This is an optimization exercise on Yosys and OpenROAD, whose aim is small area, not a production implementation.
Only simulation tests tie the RTL to the original design; equivalence was not proved.
The clock port is modelled as an ideal driver, which makes a skipped or thinned clock tree look cheaper than it is; a real chip needs a root buffer or a tree.

==> module TOP_MODULE, before the edit <==
module TOP_MODULE(
    input CLK100MHZ,
    input rst,
    input SW,
    input BTNL, BTNR,
    output [7:0] AN,
    output CA,CB,CC,CD,CE,CF,CG, DP,
    output LED
    );
    assign DP = 1'b1;
    localparam [13:0] C_TAPS = 14'd8193, C_S0 = 14'd14560, C_S10001 = 14'd15472;
    localparam [13:0] B_TAPS = 14'd8193, B_S0 = 14'd2542, B_S5000 = 14'd15997;
    localparam [13:0] MASK = 14'd10922;
    reg [13:0] cnt_r, cnt1_r, cnt2_r;
    wire [13:0] cnt = cnt_r ^ MASK, cnt1 = cnt1_r ^ MASK, cnt2 = cnt2_r ^ MASK;
    wire tick    = ~cnt[0] & ~cnt[1] & cnt[2] & cnt[3] & ~cnt[5] & ~cnt[6] & cnt[8] & cnt[9] & ~cnt[11] & cnt[12] & ~cnt[13];    
    wire cnt1_one  = cnt1[0] & cnt1[2] & cnt1[3] & cnt1[4] & cnt1[6] & cnt1[7] & cnt1[8] & cnt1[9] & ~cnt1[10] & ~cnt1[11] & cnt1[12];    
    wire cnt1_top  = cnt1[0] & cnt1[1] & cnt1[2] & cnt1[3] & cnt1[5] & cnt1[6] & cnt1[8] & ~cnt1[9] & cnt1[10] & ~cnt1[11] & cnt1[12];    
    wire cnt2_one  = cnt2[0] & cnt2[2] & cnt2[3] & cnt2[4] & cnt2[6] & cnt2[7] & cnt2[8] & cnt2[9] & ~cnt2[10] & ~cnt2[11] & cnt2[12];    
    wire cnt2_top  = cnt2[0] & cnt2[1] & cnt2[2] & cnt2[3] & cnt2[5] & cnt2[6] & cnt2[8] & ~cnt2[9] & cnt2[10] & ~cnt2[11] & cnt2[12];    
    wire c1_ev = cnt1_one | cnt1_top;
    wire c2_ev = cnt2_one | cnt2_top;
    always_ff @(posedge CLK100MHZ) begin
        if (rst)       cnt_r <= C_S0 ^ MASK;
        else if (tick) cnt_r <= C_S10001 ^ MASK;
        else           cnt_r <= {cnt[12:0], ~^(cnt & C_TAPS)} ^ MASK;
        if (rst | ~BTNR)    cnt1_r <= B_S0 ^ MASK;
        else if (cnt1_top)  cnt1_r <= B_S5000 ^ MASK;
        else                cnt1_r <= {cnt1[12:0], ~^(cnt1 & B_TAPS)} ^ MASK;
        if (rst | ~BTNL)    cnt2_r <= B_S0 ^ MASK;
        else if (cnt2_top)  cnt2_r <= B_S5000 ^ MASK;
        else                cnt2_r <= {cnt2[12:0], ~^(cnt2 & B_TAPS)} ^ MASK;
    end
    reg [3:0] su, mu;
    reg [2:0] st, mt;
    reg [4:0] h;
    wire su9 = su[3] & su[0], mu9 = mu[3] & mu[0];
    wire s59 = st[2] & st[0] & su9;
    wire m59 = mt[2] & mt[0] & mu9;
    wire h23 = h[4] & h[2] & h[1] & h[0];
    wire s_inc = tick;
    wire m_inc = c1_ev | (tick & s59);
    wire h_inc = c2_ev | (tick & s59 & m59);
    function automatic [3:0] t10(input [3:0] x);
        t10 = {x[0] & (x[3] | (x[2] & x[1])), x[1] & x[0], x[0] & ~x[3], 1'b1};
    endfunction
    function automatic [2:0] t6(input [2:0] x);
        t6 = {x[0] & (x[2] | x[1]), x[0] & ~x[2], 1'b1};
    endfunction
    wire [3:0] su_t = t10(su), mu_t = t10(mu);
    wire [2:0] st_t = t6(st), mt_t = t6(mt);
    always_ff @(posedge CLK100MHZ) begin
        if (rst) begin
            st <= 3'd5; su <= 4'd0;
            mt <= 3'd1; mu <= 4'd2;
            h <= 5'd12;
        end else begin
            su <= su ^ ({4{s_inc}} & su_t);
            st <= st ^ ({3{s_inc & su9}} & st_t);
            mu <= mu ^ ({4{m_inc}} & mu_t);
            mt <= mt ^ ({3{m_inc & mu9}} & mt_t);
            if (h_inc) h <= h23 ? 5'd0 : h + 5'd1;
        end
    end
    wire gt12 = h[4] | (h[3] & h[2] & (h[1] | h[0]));
    wire pm = SW & gt12;
    assign LED = pm;
    wire [4:0] hd = pm ? h - 5'd12 : h;
    wire ht2 = hd[4] & hd[2];                                    
    wire ht1 = ~ht2 & (hd[4] | (hd[3] & (hd[2] | hd[1])));      
    wire [1:0] htd = {ht2, ht1};
    wire [4:0] hu5 = hd - (ht2 ? 5'd20 : ht1 ? 5'd10 : 5'd0);
    wire [3:0] hud = hu5[3:0];
    localparam [4:0] D_TAPS = 5'd18, D_RST = 5'd27, D_MASK = 5'b01010;
    reg [4:0] dc_r;
    reg [2:0] dig;
    wire [4:0] dc = dc_r ^ D_MASK;
    wire dc_end = ~dc[1] & ~dc[2] & ~dc[3];    
    wire [2:0] dig_nxt = dig + 3'd1;
    always_ff @(posedge CLK100MHZ) begin
        if (rst) begin
            dc_r <= D_RST ^ D_MASK; dig <= 3'd0;
        end else begin
            dc_r <= {dc[3:0], (~^(dc & D_TAPS)) ^ dc_end} ^ D_MASK;
            if (dc_end) dig <= dig_nxt;
        end
    end
    assign AN = ~(8'd1 << dig);
    reg [3:0] val;
    always_comb begin
        case (dig)
            3'd0: val = su;
            3'd1: val = {1'b0, st};
            3'd2: val = mu;
            3'd3: val = {1'b0, mt};
            3'd4: val = hud;
            3'd5: val = {2'b0, htd};
            default: val = 4'd15;
        endcase
    end
    localparam [111:0] SEGTAB = {7'b1111111, 7'b1110000, 7'b1110100, 7'b1011100,
                                 7'b0000110, 7'b0010010, 7'b0001100, 7'b0000000,
                                 7'b0001111, 7'b0100000, 7'b0100100, 7'b1001100,
                                 7'b0000110, 7'b0010010, 7'b1001111, 7'b0000001};
    wire [6:0] seg = SEGTAB[val*7 +: 7];
    assign {CA,CB,CC,CD,CE,CF,CG} = seg;
endmodule
export LEC_CHECK = 0
export CAP_MARGIN = 20
export CORE_MARGIN = 2
export CORE_UTILIZATION = 60
export PLACE_DENSITY = 0.75
export SLEW_MARGIN = 20
create_clock -name core_clock -period 10.0 [get_ports {CLK100MHZ}]
standard.sh (not shown) runs the stock make flow with config.mk's settings and CLKGATE_MAP_FILE= SYNTH_SCRIPT=/design/flow/synth_recipe.tcl, a recipe that flattens the netlist after the stock synthesis.
==> flow/flow/run.sh <==
#!/bin/bash
# Layout flow: the standard ORFS flow (standard.sh) with
#  - combinational logic mapped by ABC for area: abc runs once with each script
#    in flow/abc/ and the smallest mapping is kept; no separate half/full-adder
#    extraction. Registers are untouched, so they keep the standard synthesis's
#    names and cells;
#  - port buffers of the smallest buffer cell;
#  - clock tree synthesis without dummy loads, then rebuilt as four clkbuf_8
#    buffers fed straight from the clock port, each driving a group of nearby
#    flip-flops (bal4.tcl).
set -euo pipefail
W=$PWD
cat > my_synth.tcl <<EOF
# The standard flow's synthesis script (appended below), with abc run once per script in
# flow/abc/ and the smallest mapping kept.
proc abc {args} {
  set i [lsearch -exact \$args -script]
  set lib [lindex \$::env(LIB_FILES) 0]
  yosys design -save pre_abc
  set best ""
  foreach s [lsort [glob $W/flow/abc/*.abc]] {
    yosys design -load pre_abc
    yosys abc {*}[lreplace \$args [expr {\$i+1}] [expr {\$i+1}] \$s]
    set st [yosys tee -q -s result.string stat -liberty \$lib]
    regexp {Chip area for module[^:]*: ([0-9.]+)} \$st -> area
    puts "abc script [file tail \$s]: area \$area"
    if {\$best eq "" || \$area < \$best} {
      set best \$area
      set best_s \$s
      yosys design -save best_abc
    }
  }
  yosys design -load best_abc
  puts "abc: kept [file tail \$best_s] (area \$best)"
}
EOF
cat synth_recipe.tcl >> my_synth.tcl
bash standard.sh SYNTH_SCRIPT=$W/my_synth.tcl ADDER_MAP_FILE= \
  BUFFER_PORTS_ARGS="-buffer_cell sky130_fd_sc_hd__buf_1" \
  CTS_ARGS="-sink_clustering_enable -repair_clock_nets -dont_use_dummy_load -buf_list sky130_fd_sc_hd__clkbuf_4 -sink_clustering_size 40 -sink_clustering_max_diameter 200" \
  POST_CTS_TCL=$W/flow/bal4.tcl \
  finish > standard.log 2>&1
Other scripts of this flow, unchanged in this note and not shown: flow/flow/abc/c7.abc, flow/flow/abc/d2.abc, flow/flow/abc/d6.abc, flow/flow/abc/e2.abc, flow/flow/abc/f2.abc, flow/flow/abc/g1.abc, flow/flow/abc/g3.abc, flow/flow/abc/g5.abc, flow/flow/abc/g6.abc, flow/flow/bal4.tcl
The first run went through all stages and came out clean.
Then changed:
--- a/flow/design.v
+++ b/flow/design.v
@@ -9,19 +9,19 @@
     output LED
     );
     assign DP = 1'b1;
     localparam [13:0] C_TAPS = 14'd8193, C_S0 = 14'd14560, C_S10001 = 14'd15472;
-    localparam [13:0] B_TAPS = 14'd8193, B_S0 = 14'd2542, B_S5000 = 14'd15997;
+    localparam [13:0] B_TAPS = 14'd12288, B_S0 = 14'd4229, B_S5000 = 14'd5767;
     localparam [13:0] MASK = 14'd10922;
     reg [13:0] cnt_r, cnt1_r, cnt2_r;
     wire [13:0] cnt = cnt_r ^ MASK, cnt1 = cnt1_r ^ MASK, cnt2 = cnt2_r ^ MASK;
     wire tick    = ~cnt[0] & ~cnt[1] & cnt[2] & cnt[3] & ~cnt[5] & ~cnt[6] & cnt[8] & cnt[9] & ~cnt[11] & cnt[12] & ~cnt[13];    
-    wire cnt1_one  = cnt1[0] & cnt1[2] & cnt1[3] & cnt1[4] & cnt1[6] & cnt1[7] & cnt1[8] & cnt1[9] & ~cnt1[10] & ~cnt1[11] & cnt1[12];    
-    wire cnt1_top  = cnt1[0] & cnt1[1] & cnt1[2] & cnt1[3] & cnt1[5] & cnt1[6] & cnt1[8] & ~cnt1[9] & cnt1[10] & ~cnt1[11] & cnt1[12];    
-    wire cnt2_one  = cnt2[0] & cnt2[2] & cnt2[3] & cnt2[4] & cnt2[6] & cnt2[7] & cnt2[8] & cnt2[9] & ~cnt2[10] & ~cnt2[11] & cnt2[12];    
-    wire cnt2_top  = cnt2[0] & cnt2[1] & cnt2[2] & cnt2[3] & cnt2[5] & cnt2[6] & cnt2[8] & ~cnt2[9] & cnt2[10] & ~cnt2[11] & cnt2[12];    
-    wire c1_ev = cnt1_one | cnt1_top;
-    wire c2_ev = cnt2_one | cnt2_top;
+    wire cnt1_ev  = ~cnt1[0] & cnt1[1] & ~cnt1[2] & cnt1[3] & ~cnt1[4] & ~cnt1[5] & ~cnt1[7] & cnt1[8] & ~cnt1[10] & ~cnt1[11] & ~cnt1[12] & cnt1[13];    
+    wire cnt1_top = cnt1_ev & cnt1[6];    
+    wire cnt2_ev  = ~cnt2[0] & cnt2[1] & ~cnt2[2] & cnt2[3] & ~cnt2[4] & ~cnt2[5] & ~cnt2[7] & cnt2[8] & ~cnt2[10] & ~cnt2[11] & ~cnt2[12] & cnt2[13];    
+    wire cnt2_top = cnt2_ev & cnt2[6];    
+    wire c1_ev = cnt1_ev;
+    wire c2_ev = cnt2_ev;
     always_ff @(posedge CLK100MHZ) begin
         if (rst)       cnt_r <= C_S0 ^ MASK;
         else if (tick) cnt_r <= C_S10001 ^ MASK;
         else           cnt_r <= {cnt[12:0], ~^(cnt & C_TAPS)} ^ MASK;
Outcome:
- The new run finished with timing, DRC and antenna clean
- wire length climbs by 4.4%
- cell area drops by 0.65%
- die area drops by 0.65%
- flip-flop and latch count stays the same
- utilization barely changes
- worst setup slack got worse by 0.13 ns
- area after synthesis drops by 0.69%
- cell count does not change
- synthesized cell count does not change

## re-timing with driven ports
How much do the figures lean on ideal ports? The routed layouts below were timed once more, with nothing changed but the port constraints.
Step 1: set_driving_cell puts a clkbuf_16 on CLK100MHZ and a buf_2 on each other input, an assumption about the parent block.
Step 2 times the ports against the registers' clock, not the clock port: input delays grow and output delays shrink by t, the midpoint of the rising clock arrivals with the driver on.
Three values: ideal ports, drivers, drivers and shift; two values: the first two.
run | t, ns | slack for setup (ns) | hold WS [ns] | worst setup path after step 2 | worst register clock-pin slew, ns
the first run | 0.213 | 3.790 / 3.768 / 3.768 | 0.387 / 0.387 / 0.387 | input to output | 0.11 / 0.11
the second run | 0.209 | 3.656 / 3.634 / 3.634 | 0.388 / 0.388 / 0.388 | input to output | 0.10 / 0.10
After both steps every run listed still meets setup and hold.
